Context: an optimization exercise on an open-source flow, tuned for small area. The choices shown serve that exercise and are no tape-out recipe. Only simulation tests tie the RTL to the original design; equivalence was not proved. No driver is modelled on the clock port, so clock power and skew are understated where the tree is cut down; a real chip needs a root buffer or a tree.

== JK ==
// sp_top
module sp_top (
    input             clk,
    input             rst_n,
    input             vsync,
    input             hsync,
    input      [11:0] data_i,
    output reg [11:0] data_o,
    output            en_o
);
    localparam W  = 40;
    localparam N  = 4 * W + 6;             
    localparam NI = 2 * W + 2;             
    reg [11:0] d [0:N-1];
    integer k;
    always @(posedge clk) begin
        d[0] <= data_i;
        for (k = 1; k < N; k = k + 1)
            d[k] <= (k == NI) ? ~d[k-1] : d[k-1];
    end
    wire [11:0] win [0:2][-2:2][-2:2];
    genvar gs, gy, gx;
    generate
        for (gs = 0; gs < 3; gs = gs + 1) begin : g_st
            for (gy = -2; gy <= 2; gy = gy + 1) begin : g_ty
                for (gx = -2; gx <= 2; gx = gx + 1) begin : g_tx
                    localparam integer P = 2 * W + 1 + gs - W * gy - gx;
                    if (P < 0) begin : g_in
                        assign win[gs][gy][gx] = data_i;
                    end else begin : g_reg
                        assign win[gs][gy][gx] = d[P];
                    end
                end
            end
        end
    endgenerate
    function integer pdy;                  
        input integer j;
        case (j)
        0: pdy = 0;  1: pdy = 0;  2: pdy = -2; 3: pdy = -1;
        4: pdy = -2; 5: pdy = -1; 6: pdy = -2; default: pdy = -1;
        endcase
    endfunction
    function integer pdx;                  
        input integer j;
        case (j)
        0: pdx = -2; 1: pdx = -1; 2: pdx = 0;  3: pdx = 0;
        4: pdx = 2;  5: pdx = 1;  6: pdx = -2; default: pdx = -1;
        endcase
    endfunction
    reg  [7:0] le_b;                       
    genvar gj, gb;
    generate
        for (gj = 0; gj < 8; gj = gj + 1) begin : g_sa
            localparam integer DY = pdy(gj);
            localparam integer DX = pdx(gj);
            wire [11:0] fi = win[0][DY][DX];
            wire [11:0] s  = win[0][-DY][-DX];
            wire [12:0] c;
  ...
Size: roughly 2800 cells after synthesis, ~2000 flip-flops, about 29 I/O pins, about 49000 um^2 of cells after synthesis.
export LEC_CHECK = 0
export CAP_MARGIN = 20
export CORE_MARGIN = 2
export CORE_UTILIZATION = 70
export PLACE_DENSITY = 0.85
export SLEW_MARGIN = 20
export SYNTH_HIERARCHICAL = 1
export SYNTH_MINIMUM_KEEP_SIZE = 0
create_clock -name core_clock -period 10.0 [get_ports {clk}]
standard.sh (not shown) runs the stock make flow with config.mk's settings and CLKGATE_MAP_FILE= SYNTH_SCRIPT=/design/flow/synth_recipe.tcl, a recipe that flattens the netlist after the stock synthesis.
==> flow/flow/run.sh <==
#!/bin/bash
# Layout flow: the standard ORFS flow (standard.sh), with three changes
# made through ORFS's own variables and step hooks:
#  - clock tree: sinks clustered 30 to a clkbuf_16, no dummy loads;
#  - port buffers: buf_1 instead of ORFS's default choice;
#  - after floorplan, majority gates that synthesis sized _2 go back to _1
#    (repair steps later upsize whatever timing needs).
# Each tool's output stays in orfs/logs; make's output goes to flow_make.log.
set -euo pipefail
W=$(pwd)
export CTS_ARGS="-sink_clustering_enable -repair_clock_nets -dont_use_dummy_load -sink_clustering_size 30 -sink_clustering_max_diameter 100 -buf_list sky130_fd_sc_hd__clkbuf_16"
export BUFFER_PORTS_ARGS="-buffer_cell sky130_fd_sc_hd__buf_1"
export POST_FLOORPLAN_TCL="$W/flow/post_floorplan.tcl"
bash standard.sh > "$W/flow_make.log" 2>&1
==> flow/flow/post_floorplan.tcl <==
# Downsize cells that synthesis picked a larger drive for than needed;
# later repair steps size up any that timing needs.
set swaps {sky130_fd_sc_hd__maj3_2 sky130_fd_sc_hd__maj3_1}
set db [ord::get_db]
set n 0
foreach inst [[ord::get_db_block] getInsts] {
  set m [[$inst getMaster] getName]
  if {[dict exists $swaps $m]} {
    $inst swapMaster [$db findMaster [dict get $swaps $m]]
    incr n
  }
}
puts "post_floorplan: downsized $n cells"
### JK -> MS
- CTS_CLUSTER_DIAMETER newly set to 100
- PLACE_DENSITY changed from 0.85 to 0.6
- CTS_CLUSTER_SIZE newly set to 30
- CORE_UTILIZATION changed from 70 to 40
==> flow/run.sh (new file) <==
#!/bin/bash
# synth_recipe.tcl (not shown) runs the flow's synth.tcl, then flattens the netlist and writes it again
# the make line also repeats each setting of config.mk as NAME=value (left out here)
make -C /OpenROAD-flow-scripts/flow DESIGN_CONFIG=/design/flow/config.mk WORK_HOME=/design/flow/orfs CLKGATE_MAP_FILE= SYNTH_SCRIPT=/design/flow/synth_recipe.tcl finish
removed: flow/flow/run.sh
removed: flow/flow/post_floorplan.tcl
removed: flow/standard.sh
Findings:
Going from JK to MS, the design area was found to have gone up by 2.8%.
Via count delta (MS − JK): favourable
Summary: with JK as the reference, final routed wirelength across all metal layers in MS moved down by more than 10%.
Relative to JK, post-route clock period utilization has gone down in MS.
Here is what was changed in the inputs of AL compared with MS.
==> flow/flow/run.sh (new file) <==
#!/bin/bash
# Layout flow: the standard ORFS flow (standard.sh), with three changes
# made through ORFS's own variables and step hooks:
#  - clock tree: sinks clustered 30 to a clkbuf_16, no dummy loads;
#  - port buffers: buf_1 instead of ORFS's default choice;
#  - after floorplan, majority gates that synthesis sized _2 go back to _1
#    (repair steps later upsize whatever timing needs).
# Each tool's output stays in orfs/logs; make's output goes to flow_make.log.
set -euo pipefail
W=$(pwd)
export CTS_ARGS="-sink_clustering_enable -repair_clock_nets -dont_use_dummy_load -sink_clustering_size 30 -sink_clustering_max_diameter 100 -buf_list sky130_fd_sc_hd__clkbuf_16"
export BUFFER_PORTS_ARGS="-buffer_cell sky130_fd_sc_hd__buf_1"
export POST_FLOORPLAN_TCL="$W/flow/post_floorplan.tcl"
bash standard.sh > "$W/flow_make.log" 2>&1
==> flow/flow/post_floorplan.tcl (new file) <==
# Downsize cells that synthesis picked a larger drive for than needed;
# later repair steps size up any that timing needs.
set swaps {sky130_fd_sc_hd__maj3_2 sky130_fd_sc_hd__maj3_1}
set db [ord::get_db]
set n 0
foreach inst [[ord::get_db_block] getInsts] {
  set m [[$inst getMaster] getName]
  if {[dict exists $swaps $m]} {
    $inst swapMaster [$db findMaster [dict get $swaps $m]]
    incr n
  }
}
puts "post_floorplan: downsized $n cells"
==> flow/standard.sh (new file) <==
#!/bin/bash
# synth_recipe.tcl (not shown) runs the flow's synth.tcl, then flattens the netlist and writes it again
# the make line also repeats each setting of config.mk as NAME=value (left out here)
make -C /OpenROAD-flow-scripts/flow DESIGN_CONFIG=/design/flow/config.mk WORK_HOME=/design/flow/orfs CLKGATE_MAP_FILE= SYNTH_SCRIPT=/design/flow/synth_recipe.tcl "${@:-finish}"
removed: flow/run.sh
[summary]
Diff MS -> AL: worst hold slack fell 0.024 ns, count of inverters other than clock inverters in the layout about even, total number of vias fell about 0.6%, wire length fell 0.78%, clock-buffer cell count fell 3. Compared to MS, AL shows a wider setup margin. Top routing layer in use: met5 -> MS, met4 -> AL. Any difference in placeable core region between AL and MS is small enough to ignore.

== run 1 ==
sp_top, a different RTL version from the one above (not shown whole).
For scale: ~2,700 cells after synthesis, ~2,000 flip-flops, ~0.049 mm² of cells after synthesis.
==> flow/design.v (excerpt) <==
module sp_top (
    input             clk,
    input             rst_n,
    input             vsync,
    input             hsync,
    input      [11:0] data_i,
    output     [11:0] data_o,
    output            en_o
);
Settings: LEC_CHECK=0, CAP_MARGIN=20, CORE_MARGIN=2, CORE_UTILIZATION=70, PLACE_DENSITY=0.85, SLEW_MARGIN=20, SYNTH_HIERARCHICAL=1, SYNTH_MINIMUM_KEEP_SIZE=0; clock period 10.0 ns.
==> flow/flow/run.sh <==
#!/bin/bash
set -euo pipefail
W=$(pwd)
export CTS_ARGS="-sink_clustering_enable -repair_clock_nets -dont_use_dummy_load -sink_clustering_size 32 -sink_clustering_max_diameter 100 -buf_list sky130_fd_sc_hd__clkbuf_16"
export BUFFER_PORTS_ARGS="-buffer_cell sky130_fd_sc_hd__buf_1"
export POST_FLOORPLAN_TCL="$W/flow/post_floorplan.tcl"
export POST_CTS_TCL="$W/flow/post_cts.tcl"
bash standard.sh > "$W/flow_make.log" 2>&1
==> flow/flow/post_cts.tcl <==
set block [ord::get_db_block]
set clknet [[$block findBTerm clk] getNet]
proc bt_loads {net} {
  set l {}
  foreach it [$net getITerms] { if {[$it isInputSignal]} { lappend l $it } }
  return $l
}
set port_loads [bt_loads $clknet]
if {[llength $port_loads] == 1} {
  set root [[lindex $port_loads 0] getInst]
  set rootout [[$root findITerm X] getNet]
  set branches {}
  foreach it [bt_loads $rootout] { lappend branches [$it getInst] }
  set ok 1
  foreach b $branches {
    if {![string match "sky130_fd_sc_hd__clkbuf*" [[$b getMaster] getName]]} { set ok 0 }
  }
  if {$ok && [llength $branches] >= 2} {
    while {[llength $branches] > 4} {
      # nearest pair
      set best {}
      set bd 1e18
      for {set i 0} {$i < [llength $branches]} {incr i} {
        for {set j [expr {$i + 1}]} {$j < [llength $branches]} {incr j} {
          set a [lindex [[lindex $branches $i] getLocation] 0]
          set b [lindex [[lindex $branches $i] getLocation] 1]
          set c [lindex [[lindex $branches $j] getLocation] 0]
          set d [lindex [[lindex $branches $j] getLocation] 1]
          set dist [expr {abs($a - $c) + abs($b - $d)}]
          if {$dist < $bd} { set bd $dist; set best [list $i $j] }
        }
      }
      set keep [lindex $branches [lindex $best 0]]
      set drop [lindex $branches [lindex $best 1]]
      set knet [[$keep findITerm X] getNet]
      set dnet [[$drop findITerm X] getNet]
      foreach it [bt_loads $dnet] { $it disconnect; $it connect $knet }
      [$drop findITerm A] disconnect
      [$drop findITerm X] disconnect
      odb::dbInst_destroy $drop
      odb::dbNet_destroy $dnet
      set branches [lreplace $branches [lindex $best 1] [lindex $best 1]]
    }
    foreach b $branches {
      [$b findITerm A] disconnect
      [$b findITerm A] connect $clknet
    }
    [$root findITerm A] disconnect
    [$root findITerm X] disconnect
    odb::dbInst_destroy $root
    odb::dbNet_destroy $rootout
    puts "post_cts: clock port now drives [llength $branches] branch buffers"
  }
}
Other scripts of this flow, unchanged in this note and not shown: flow/flow/post_floorplan.tcl
Run 1 completed every stage of the flow, and the final layout passed the timing, design-rule and antenna checks.
> inputs changed (run 1 -> run 2)
-- flow/flow/run.sh --
<<< run 1, line 2
>>> run 2, line 2
# Layout flow: the standard ORFS flow (standard.sh), with four changes
# made through ORFS's own variables and step hooks:
#  - clock tree: sinks clustered 32 to a clkbuf_16, no dummy loads;
#  - port buffers: buf_1 instead of ORFS's default choice;
#  - after floorplan, majority gates that synthesis sized _2 go back to _1
#    (repair steps later upsize whatever timing needs);
#  - after CTS, the tree's lightly loaded branch buffers are merged in
#    pairs down to 4.
# Each tool's output stays in orfs/logs; make's output goes to flow_make.log.
-- flow/flow/post_cts.tcl --
<<< run 1, line 1
>>> run 2, line 1
# Clock tree top: CTS makes clk -> one root buffer -> a level of 8 branch
# buffers -> leaf buffers, where each branch buffer drives only a handful of
# leaf buffers. Merge the nearest branch buffers in pairs (one takes over the
# other's leaf buffers) until 4 are left; the tree keeps its three levels.
<<< run 1, line 44
    foreach b $branches {
      [$b findITerm A] disconnect
      [$b findITerm A] connect $clknet
    }
    [$root findITerm A] disconnect
    [$root findITerm X] disconnect
    odb::dbInst_destroy $root
    odb::dbNet_destroy $rootout
    puts "post_cts: clock port now drives [llength $branches] branch buffers"
>>> run 2, line 48
    puts "post_cts: root buffer now drives [llength $branches] branch buffers"
### Flow results
Diff run 1..run 2 | average wire per standard cell | negligible
Run 2 ended up with a higher total of clock buffers placed in the layout than run 1 did.
There was hardly any difference in layout-stage area growth over the synthesis result between run 1 and run 2.
Against run 1, first-pass GRT wire length in run 2 fell slightly.
Every stage of the flow completed for run 2, and the final layout passed the timing, design-rule and antenna checks.
Relative to run 1, number of antenna diodes has decreased by 1 in run 2.
Compare run 1 and run 2 | routed wire length lower: run 1

The RTL this note starts from:
==> flow/design.v <==
`timescale 1ns/1ps
module sp_top (
    input             clk,
    input             rst_n,
    input             vsync,
    input             hsync,
    input      [11:0] data_i,
    output reg [11:0] data_o,
    output reg        en_o
);
    localparam W = 40;
    localparam N = 4 * W + 5;           
    reg [11:0] d [0:N-1];
    integer k;
    always @(posedge clk) begin
        d[0] <= data_i;
        for (k = 1; k < N; k = k + 1)
            d[k] <= d[k-1];
    end
    wire [11:0] ta [-2:2][-2:2];
    genvar gy, gx;
    generate
        for (gy = -2; gy <= 2; gy = gy + 1) begin : g_ty
            for (gx = -2; gx <= 2; gx = gx + 1) begin : g_tx
                localparam integer P = 2 * W + 1 - W * gy - gx;
                if (P < 0) begin : g_in
                    assign ta[gy][gx] = data_i;
                end else begin : g_reg
                    assign ta[gy][gx] = d[P];
                end
            end
        end
    endgenerate
    function [11:0] absd;
        input [11:0] a, b;
        absd = (a > b) ? a - b : b - a;
    endfunction
    wire [12:0] gh = absd(ta[0][-2], ta[0][2])  + absd(ta[0][-1], ta[0][1]);
    wire [12:0] gv = absd(ta[-2][0], ta[2][0])  + absd(ta[-1][0], ta[1][0]);
    wire [12:0] gd = absd(ta[-2][2], ta[2][-2]) + absd(ta[-1][1], ta[1][-1]);
    wire [12:0] gz = absd(ta[-2][-2], ta[2][2]) + absd(ta[-1][-1], ta[1][1]);
    wire        s1 = gv < gh;              
    wire        s2 = gz < gd;              
    wire [12:0] m1 = s1 ? gv : gh;
    wire [12:0] m2 = s2 ? gz : gd;
    wire        s3 = m2 < m1;
    reg  [1:0]  dir;                       
    always @(posedge clk)
        dir <= s3 ? {1'b1, s2} : {1'b0, s1};
    localparam C = 2 * W + 2;              
    reg [11:0] p1, p2, q1, q2;
    always @(*) begin
        case (dir)
        2'd0: begin p1 = d[C+2];     p2 = d[C-2];     q1 = d[C+1];     q2 = d[C-1];     end
        2'd1: begin p1 = d[C+2*W];   p2 = d[C-2*W];   q1 = d[C+W];     q2 = d[C-W];     end
        2'd2: begin p1 = d[C+2*W-2]; p2 = d[C-2*W+2]; q1 = d[C+W-1];   q2 = d[C-W+1];   end
        default: begin p1 = d[C+2*W+2]; p2 = d[C-2*W-2]; q1 = d[C+W+1]; q2 = d[C-W-1]; end
        endcase
    end
    wire [12:0] ps  = p1 + p2 + 13'd1;
    wire [11:0] qa  = absd(q1, q2);
    wire [12:0] qh  = {1'b0, qa} + 13'd1;
    wire [12:0] e13 = ps[12:1] + qh[12:1];
    wire [11:0] e   = e13[12] ? 12'd4095 : e13[11:0];
    wire [11:0] c   = d[C];
    wire        hit = (c == 12'd0) ? (e > 12'd680) :
                      (c == 12'd4095) ? (e < 12'd3415) : 1'b0;
    reg        busy;
    reg [5:0]  rowc;
    reg [5:0]  col;
    always @(posedge clk or negedge rst_n) begin
        if (!rst_n)
            busy <= 1'b0;
        else if (!busy)
            busy <= vsync & hsync;
        else if (rowc == 6'd32 && col == 6'd39)
            busy <= 1'b0;
    end
    always @(posedge clk) begin
        if (!busy) begin
            rowc <= 6'd0;
            col  <= 6'd38;
        end else if (col == 6'd39) begin
            rowc <= rowc + 6'd1;
            col  <= 6'd0;
        end else
            col  <= col + 6'd1;
    end
    wire filt = (rowc >= 6'd5 && rowc <= 6'd30 && col >= 6'd2 && col <= 6'd36) ||
                (rowc == 6'd30 && col == 6'd37);
    always @(posedge clk or negedge rst_n) begin
        if (!rst_n)
            en_o <= 1'b0;
        else
            en_o <= busy && rowc >= 6'd3;
    end
    always @(posedge clk)
        data_o <= (filt && hit) ? e : c;
endmodule
==> flow/config.mk <==
export PLATFORM = sky130hd
export DESIGN_NAME = sp_top
export DESIGN_NICKNAME = sp_top
export VERILOG_FILES = /design/flow/design.v
export SDC_FILE = /design/flow/constraint.sdc
export NUM_CORES = 4
export LEC_CHECK = 0
export CAP_MARGIN = 20
export CORE_MARGIN = 2
export CORE_UTILIZATION = 60
export CTS_BUF_LIST = sky130_fd_sc_hd__clkbuf_8
export CTS_CLUSTER_SIZE = 24
export PLACE_DENSITY = 0.75
export SLEW_MARGIN = 20
==> flow/constraint.sdc <==
create_clock -name core_clock -period 10.0 [get_ports {clk}]
set_input_delay 2.0000 -clock core_clock [delete_from_list [all_inputs] [get_ports {clk}]]
set_output_delay 2.0000 -clock core_clock [all_outputs]
set_load 0.01 [all_outputs]
run.sh (not shown) runs the stock make flow with config.mk's settings and CLKGATE_MAP_FILE= SYNTH_SCRIPT=/design/flow/synth_recipe.tcl, a recipe that flattens the netlist after the stock synthesis.
Stock flow here: none of the scripts above is used.
==> next run, changes <==
CORE_UTILIZATION = 40   (was 60)
CTS_BUF_LIST = default   (was sky130_fd_sc_hd__clkbuf_8)
CTS_CLUSTER_SIZE = default   (was 24)
PLACE_DENSITY = 0.6   (was 0.75)
After rerunning:
- design area went up by 1.9%
- global-route usage went down by 7.4 points
- synthesized cell count stays the same
- die area went up by 49%
- register-to-register slack is about the same
- fmax went down by 1.2%
- worst hold slack gains 0.023 ns
- area after synthesis does not change

## static timing again, ports no longer ideal
The results above use ideal ports. As a check the final layouts listed here were re-extracted and re-timed, cells and wires unchanged. Step 1, drivers: a clkbuf_16 drives clk and a buf_2 each remaining input, both assumed. Step 2 also shifts input and output timing later by t, the mid clock arrival at the registers, as if the neighbouring blocks saw the same clock. Slacks: ideal ports / drivers / drivers and shift; pairs: ideal ports / drivers.
| run | shift t [ns] | slack for setup (ns) | worst hold slack (ns) | clock arrival spread, ns | worst slew at a driven data input, ns |
|---|---|---|---|---|---|
| JK | 0.704 | 1.032 / 1.032 / 1.032 | 0.286 / 0.286 / 0.286 | 0.078 / 0.078 | 0.04 |
| MS | 0.726 | 1.235 / 1.235 / 1.235 | 0.310 / 0.310 / 0.310 | 0.040 / 0.041 | 0.05 |
| AL | 0.719 | 1.505 / 1.505 / 1.505 | 0.285 / 0.285 / 0.285 | 0.065 / 0.065 | 0.05 |
| run 1 | 0.618 | 0.225 / 0.094 / 0.712 | 0.266 / 0.266 / 0.266 | 0.079 / 0.078 | 0.07 |
| run 2 | 0.747 | 0.210 / 0.149 / 0.896 | 0.268 / 0.268 / 0.268 | 0.078 / 0.078 | 0.06 |
| the first run of note 3 | 0.976 | 1.436 / 1.436 / 0.638 | 0.271 / 0.271 / 0.271 | 0.061 / 0.061 | 0.04 |
| the second run of note 3 | 0.833 | 1.333 / 1.343 / 0.511 | 0.294 / 0.294 / 0.294 | 0.065 / 0.065 | 0.08 |
After both steps every run listed still meets setup and hold. The setup slack of the second run of note 3, which loses most, moves by +0.010 ns with the drivers and by -0.822 ns with both steps.
